From an optimization exercise on the open Yosys and OpenROAD flow, aimed at a short achievable clock period and few clock cycles; shortcuts taken in it are not production practice. Only simulation tests tie the RTL to the original design; equivalence was not proved. Power is estimated from default activity; no workload was simulated.

// RV32I
module RV32I(clk,rst,imem_addr,imem_rdata,dmem_addr,dmem_wdata,dmem_size,dmem_we,dmem_rdata);
Size in the first run: roughly 1,500 flip-flops, ~72,000 µm² of cells after synthesis.
Settings: LEC_CHECK=0, ABC_CLOCK_PERIOD_IN_PS=2500, CAP_MARGIN=20, CORE_MARGIN=2, CORE_UTILIZATION=40, SLEW_MARGIN=20; clock period 9.0 ns.
standard.sh (not shown) runs the stock make flow with config.mk's settings and CLKGATE_MAP_FILE= SYNTH_SCRIPT=/design/flow/synth_recipe.tcl, a recipe that flattens the netlist after the stock synthesis.
==> flow/flow/run.sh <==
#!/bin/bash
set -euo pipefail
bash standard.sh SETUP_SLACK_MARGIN=6 "BUFFER_PORTS_ARGS=-buffer_cell sky130_fd_sc_hd__buf_8" finish > make_finish.log 2>&1
Testbench counts at the start, summed over its fixed seeds: cycles 26,042.
Next try:
--- a/flow/design.v
+++ b/flow/design.v
@@ -74,19 +74,18 @@
 input clk,rst;
 input[31:0] imem_rdata,dmem_rdata;
 output[31:0] imem_addr,dmem_addr,dmem_wdata;
 output[1:0] dmem_size;
 output dmem_we;
 reg [31:0] pc_f;
 reg        v_d, t_d;    
 reg        x_d;         
 reg [31:0] ir_d, pc_d;
-reg [31:1] oh1_d, oh2_d;    
 reg [31:13] hi_inc_b, hi_dec_b;    
 reg [31:21] hi_inc_j, hi_dec_j;    
 reg        rw_e, st_e, ld_e, br_e, jmp_e;
 reg [4:0]  rd_e;
 reg [2:0]  f3_e;
 reg [31:0] opa_e, opb_e, sd_e, tgt_e;
 reg        fs_e;
 reg        s_add, s_sub, s_sll, s_slt, s_sltu, s_xor, s_srl, s_or, s_and;
 reg        rw_m, ld_m, we_m;
@@ -123,28 +122,20 @@
 wire [13:0] lo_b;
 wire [21:0] lo_j;
 ks_addw #(13, 4) KB(pc_d[12:0], imm_b[12:0], lo_b[12:0], lo_b[13]);
 ks_addw #(21, 5) KJ(pc_d[20:0], imm_j[20:0], lo_j[20:0], lo_j[21]);
 wire [31:13] hi_b = (lo_b[13] == ir_d[31]) ? pc_d[31:13] : lo_b[13] ? hi_inc_b : hi_dec_b;
 wire [31:21] hi_j = (lo_j[21] == ir_d[31]) ? pc_d[31:21] : lo_j[21] ? hi_inc_j : hi_dec_j;
 wire [31:0] tgt_b = {hi_b, lo_b[12:0]};
 wire [31:0] tgt_j = {hi_j, lo_j[20:0]};
 wire [31:0] tgt_d = ({32{is_jal}} & tgt_j) | ({32{~is_jal}} & tgt_b);
-reg [31:0] rf1, rf2;
-integer q;
-always @(*) begin
-	rf1 = 32'd0;
-	rf2 = 32'd0;
-	for (q = 1; q < 32; q = q + 1) begin
-		rf1 = rf1 | ({32{oh1_d[q]}} & rf[q]);
-		rf2 = rf2 | ({32{oh2_d[q]}} & rf[q]);
-	end
-end
+wire [31:0] rf1 = (rs1 == 5'd0) ? 32'd0 : rf[rs1];
+wire [31:0] rf2 = (rs2 == 5'd0) ? 32'd0 : rf[rs2];
 wire [31:0] rv1 = (rw_w && rd_w == rs1) ? res_w : rf1;
 wire [31:0] rv2 = (rw_w && rd_w == rs2) ? res_w : rf2;
 wire [31:0] res_e, ldv;
 wire f1e = rw_e & (rd_e == rs1);
 wire f1m = rw_m & (rd_m == rs1);
 wire f2e = rw_e & (rd_e == rs2);
 wire f2m = rw_m & (rd_m == rs2);
 wire a_reg = ~(is_jal | is_lui);
 wire b_reg = ~(is_jal | is_lui | is_st | is_i | is_ld);
@@ -175,20 +166,18 @@
 wire d_sub  = is_r & f3 == 3'd0 & ir_d[30];
 wire d_fs = is_st & ld_e & rw_e & (rd_e == rs2);
 wire redir_e;
 wire stall   = v_d & ld_e & rw_e & ((use1 & rd_e == rs1) | (use2 & rd_e == rs2));
 wire jmp_d   = is_jal | br_same;
 wire jfix_d  = jmp_d & (~t_d | x_d);    
 wire bubble  = redir_e | stall | ~v_d;
 assign imem_addr = pc_f;
 wire [31:0] ins    = imem_rdata;
-wire [31:0] oh1_f  = 32'd1 << ins[19:15];
-wire [31:0] oh2_f  = 32'd1 << ins[24:20];
 wire        f_jal  = ins[6:0] == 7'b1101111;
 wire        take_f = f_jal | (ins[6:0] == 7'b1100011 & ins[19:15] == ins[24:20]);
 wire [12:0] lo_jf, lo_bf;
 ks_addw #(12, 4) KJF(pc_f[11:0], {ins[20], ins[30:21], 1'b0}, lo_jf[11:0], lo_jf[12]);
 ks_addw #(12, 4) KBF(pc_f[11:0], {ins[7], ins[30:25], ins[11:8], 1'b0}, lo_bf[11:0], lo_bf[12]);
 wire        far_f  = f_jal ? (lo_jf[12] != ins[31]) | (ins[19:12] != {8{ins[31]}})
                            : (lo_bf[12] != ins[31]);
 wire [31:0] tgt_f  = {pc_f[31:12], ({12{f_jal}} & lo_jf[11:0]) | ({12{~f_jal}} & lo_bf[11:0])};
 wire [31:0] pc4_f  = pc_f + 32'd4;
@@ -208,20 +197,18 @@
 		pc_f <= npc_f;
 		v_d  <= 1'b1;
 		t_d  <= take_f;
 		x_d  <= far_f;
 	end
 end
 always @(posedge clk) begin
 	if (!stall) begin
 		ir_d <= imem_rdata;
-		oh1_d <= oh1_f[31:1];
-		oh2_d <= oh2_f[31:1];
 		pc_d <= pc_f;
 		hi_inc_b <= pc_f[31:13] + 19'd1;
 		hi_dec_b <= pc_f[31:13] - 19'd1;
 		hi_inc_j <= pc_f[31:21] + 11'd1;
 		hi_dec_j <= pc_f[31:21] - 11'd1;
 	end
 end
 always @(posedge clk or posedge rst) begin
 	if (rst) begin
Effect: Wire length went down by about 20%. Via count is lower by about 16%. Sequential share of layout area drops by 2.8 points. Combinational power goes down by about 20%. Die area came out higher by 3.7%. Area after synthesis climbs by about 3.7%. Power decreases by about 9%. Clock power is lower by 3.3%. Cell count decreases by 4.9%. Global-route usage drops by 7.7 points. Critical path depth goes up by 4. Count of clock-buffer cells in the layout climbs by 8. Fmax came out higher by 3.8%.
Testbench counts after the change, summed over its fixed seeds: cycles 26,042.

* * *

## north
Another version of the RTL of RV32I (not shown whole).
Size in the first run: roughly 1500 flip-flops, roughly 170 I/O pins, roughly 74000 µm² of cells after synthesis.
Settings: LEC_CHECK=0, ABC_CLOCK_PERIOD_IN_PS=2500, CAP_MARGIN=20, CORE_MARGIN=2, CORE_UTILIZATION=40, SLEW_MARGIN=20; clock period 9.0 ns.
Scripts as last shown in full above: flow/flow/run.sh
Testbench counts of north, summed over its fixed seeds: cycles 26,042.
Modified inputs, south compared to north
--- a/flow/design.v
+++ b/flow/design.v
@@ -78,27 +78,27 @@
 output dmem_we;
 reg [31:0] pc_f;
 reg        v_d, t_d;    
 reg        x_d;         
 reg [31:0] ir_d, pc_d;
 reg [31:1] oh1_d, oh2_d;    
 reg [31:13] hi_inc_b, hi_dec_b;    
 reg [31:21] hi_inc_j, hi_dec_j;    
 reg        rw_e, st_e, ld_e, br_e, jmp_e;
 reg [4:0]  rd_e;
 reg [2:0]  f3_e;
 reg [31:0] opa_e, opb_e, sd_e, tgt_e;
-reg [31:0] an_e, bn_e;      
 reg        fs_e;
 reg        s_add, s_sub, s_sll, s_slt, s_sltu, s_xor, s_srl, s_or, s_and;
+reg [4:0]  sh_e;    
 reg        rw_m, ld_m, we_m;
 reg [4:0]  rd_m;
 reg        lb_m, lh_m;    
 reg [1:0]  size_m;
 reg [31:0] res_m, sd_m;
 reg        rw_w;
 reg [4:0]  rd_w;
 reg [31:0] res_w;
 reg [31:0] rf [1:31];
 wire [6:0] op  = ir_d[6:0];
 wire [2:0] f3  = ir_d[14:12];
 wire [4:0] rs1 = ir_d[19:15];
@@ -231,51 +231,49 @@
 		rw_e <= ~bubble & rw_d;
 		st_e <= ~bubble & is_st;
 		ld_e <= ~bubble & is_ld;
 		br_e <= ~bubble & br_cond;
 		jmp_e <= ~bubble & jfix_d;
 	end
 end
 always @(posedge clk) begin
 	rd_e  <= rd;
 	f3_e  <= f3;
 	opa_e <= opa_d;
 	opb_e <= opb_d;
-	an_e  <= ~opa_d;
-	bn_e  <= ~opb_d;
 	sd_e  <= sd_d;
 	tgt_e <= tgt_d;
 	fs_e  <= d_fs;
 	s_add  <= d_add;
 	s_sub  <= d_sub;
 	s_sll  <= alu_rr & f3 == 3'd1;
 	s_slt  <= alu_rr & f3 == 3'd2;
 	s_sltu <= alu_rr & f3 == 3'd3;
 	s_xor  <= alu_rr & f3 == 3'd4;
 	s_srl  <= alu_rr & f3 == 3'd5;
+	sh_e   <= (alu_rr & (f3 == 3'd1 | f3 == 3'd5)) ? opb_d[4:0] : 5'd0;
 	s_or   <= alu_rr & f3 == 3'd6;
 	s_and  <= alu_rr & f3 == 3'd7;
 end
 wire [31:0] A  = opa_e;
 wire [31:0] B  = opb_e;
 wire        eq   = A == B;
-wire        beq  = ~|(an_e ^ bn_e);    
-assign redir_e = (br_e & beq) | jmp_e;
+assign redir_e = (br_e & eq) | jmp_e;
 wire        c_sum, c_diff;
 ks_add32 ADD(A, B, 1'b0, sum, c_sum);
 ks_add32 SUB(A, ~B, 1'b1, diff, c_diff);
 assign lt   = (A[31] ^ B[31]) ? A[31] : ~c_diff;
 assign ltu  = c_diff & ~eq;
-assign shl  = A << B[4:0];
-assign shr  = A >> B[4:0];
+assign shl  = A << sh_e;
+assign shr  = A >> sh_e;
 assign u_x  = A ^ B;
 assign u_o  = A | B;
 assign u_n  = A & B;
 assign s_vec = {s_and, s_or, s_srl, s_xor, s_sltu, s_slt, s_sll, s_sub, s_add};
 alu_pick PR(s_vec, sum, diff, shl, lt, ltu, u_x, shr, u_o, u_n, 1'b0, 32'd0, 1'b0, 32'd0, 1'b0, 32'd0, res_e);
 always @(posedge clk or posedge rst) begin
 	if (rst) begin
 		rw_m <= 1'b0; ld_m <= 1'b0; we_m <= 1'b0;
 	end else begin
 		rw_m <= rw_e;
 		ld_m <= ld_e;
 		we_m <= st_e;
- Multi-input combinational cell count is lower on south
- Looking at via total after detailed routing, south sits below north.
- Against north, south comes in 0.28 points lower on part of the cycle the worst path needs.
- Compared south against north; clock network contribution to total cell area within noise.
- From north to south the numbers moved as follows: xor/xnor share of the synthesized area down 0.38 points, area of placed instances down 2400 µm², length of routed wiring on met1 down 4.7%.
- Routed via count divided by cell count delta (north -> south): insignificant
- Re depth of the most critical reg-to-reg path: north and south aren't equal, and the lower value belongs to north.
- Summary of south over north: part of the power in combinational logic went down, met3 track utilization from global routing did not really move.
Testbench counts of south, summed over its fixed seeds: cycles 26,042.

## afterwards: timing with drivers on the ports
In the flow no input, the clock included, has a driving cell. The finished layouts below were timed again as built, in two steps. Step 1 sets driving cells, clkbuf_16 on the clock port and buf_2 on the other inputs (assumed; they add their load-dependent delay and slew). Step 2 adds t to the input delays and takes it off the output delays; t is the mean of the earliest and latest rising clock arrival at the registers after step 1. Input paths then give back, and output paths get back, about the clock's delay inside the block. Three values: ideal ports, drivers, drivers and shift; two values: the first two.
| run | t, ns | setup slack, ns | worst setup path after step 2 | clock arrival spread, ns | worst register clock-pin slew, ns |
|---|---|---|---|---|---|
| the first run of note 1 | 0.914 | 5.524 / 5.524 / 4.912 | input to register | 0.048 / 0.048 | 0.07 / 0.07 |
| the second run of note 1 | 0.885 | 5.651 / 5.651 / 4.966 | input to register | 0.044 / 0.044 | 0.07 / 0.07 |
| north | 0.923 | 5.513 / 5.513 / 4.829 | input to register | 0.054 / 0.053 | 0.07 / 0.07 |
| south | 0.922 | 5.538 / 5.538 / 4.943 | input to register | 0.033 / 0.032 | 0.07 / 0.07 |
After both steps every run listed still meets setup and hold. For the second run of note 1, which loses most, drivers alone change the setup slack by 0.000 ns; drivers and shift together by -0.685 ns.
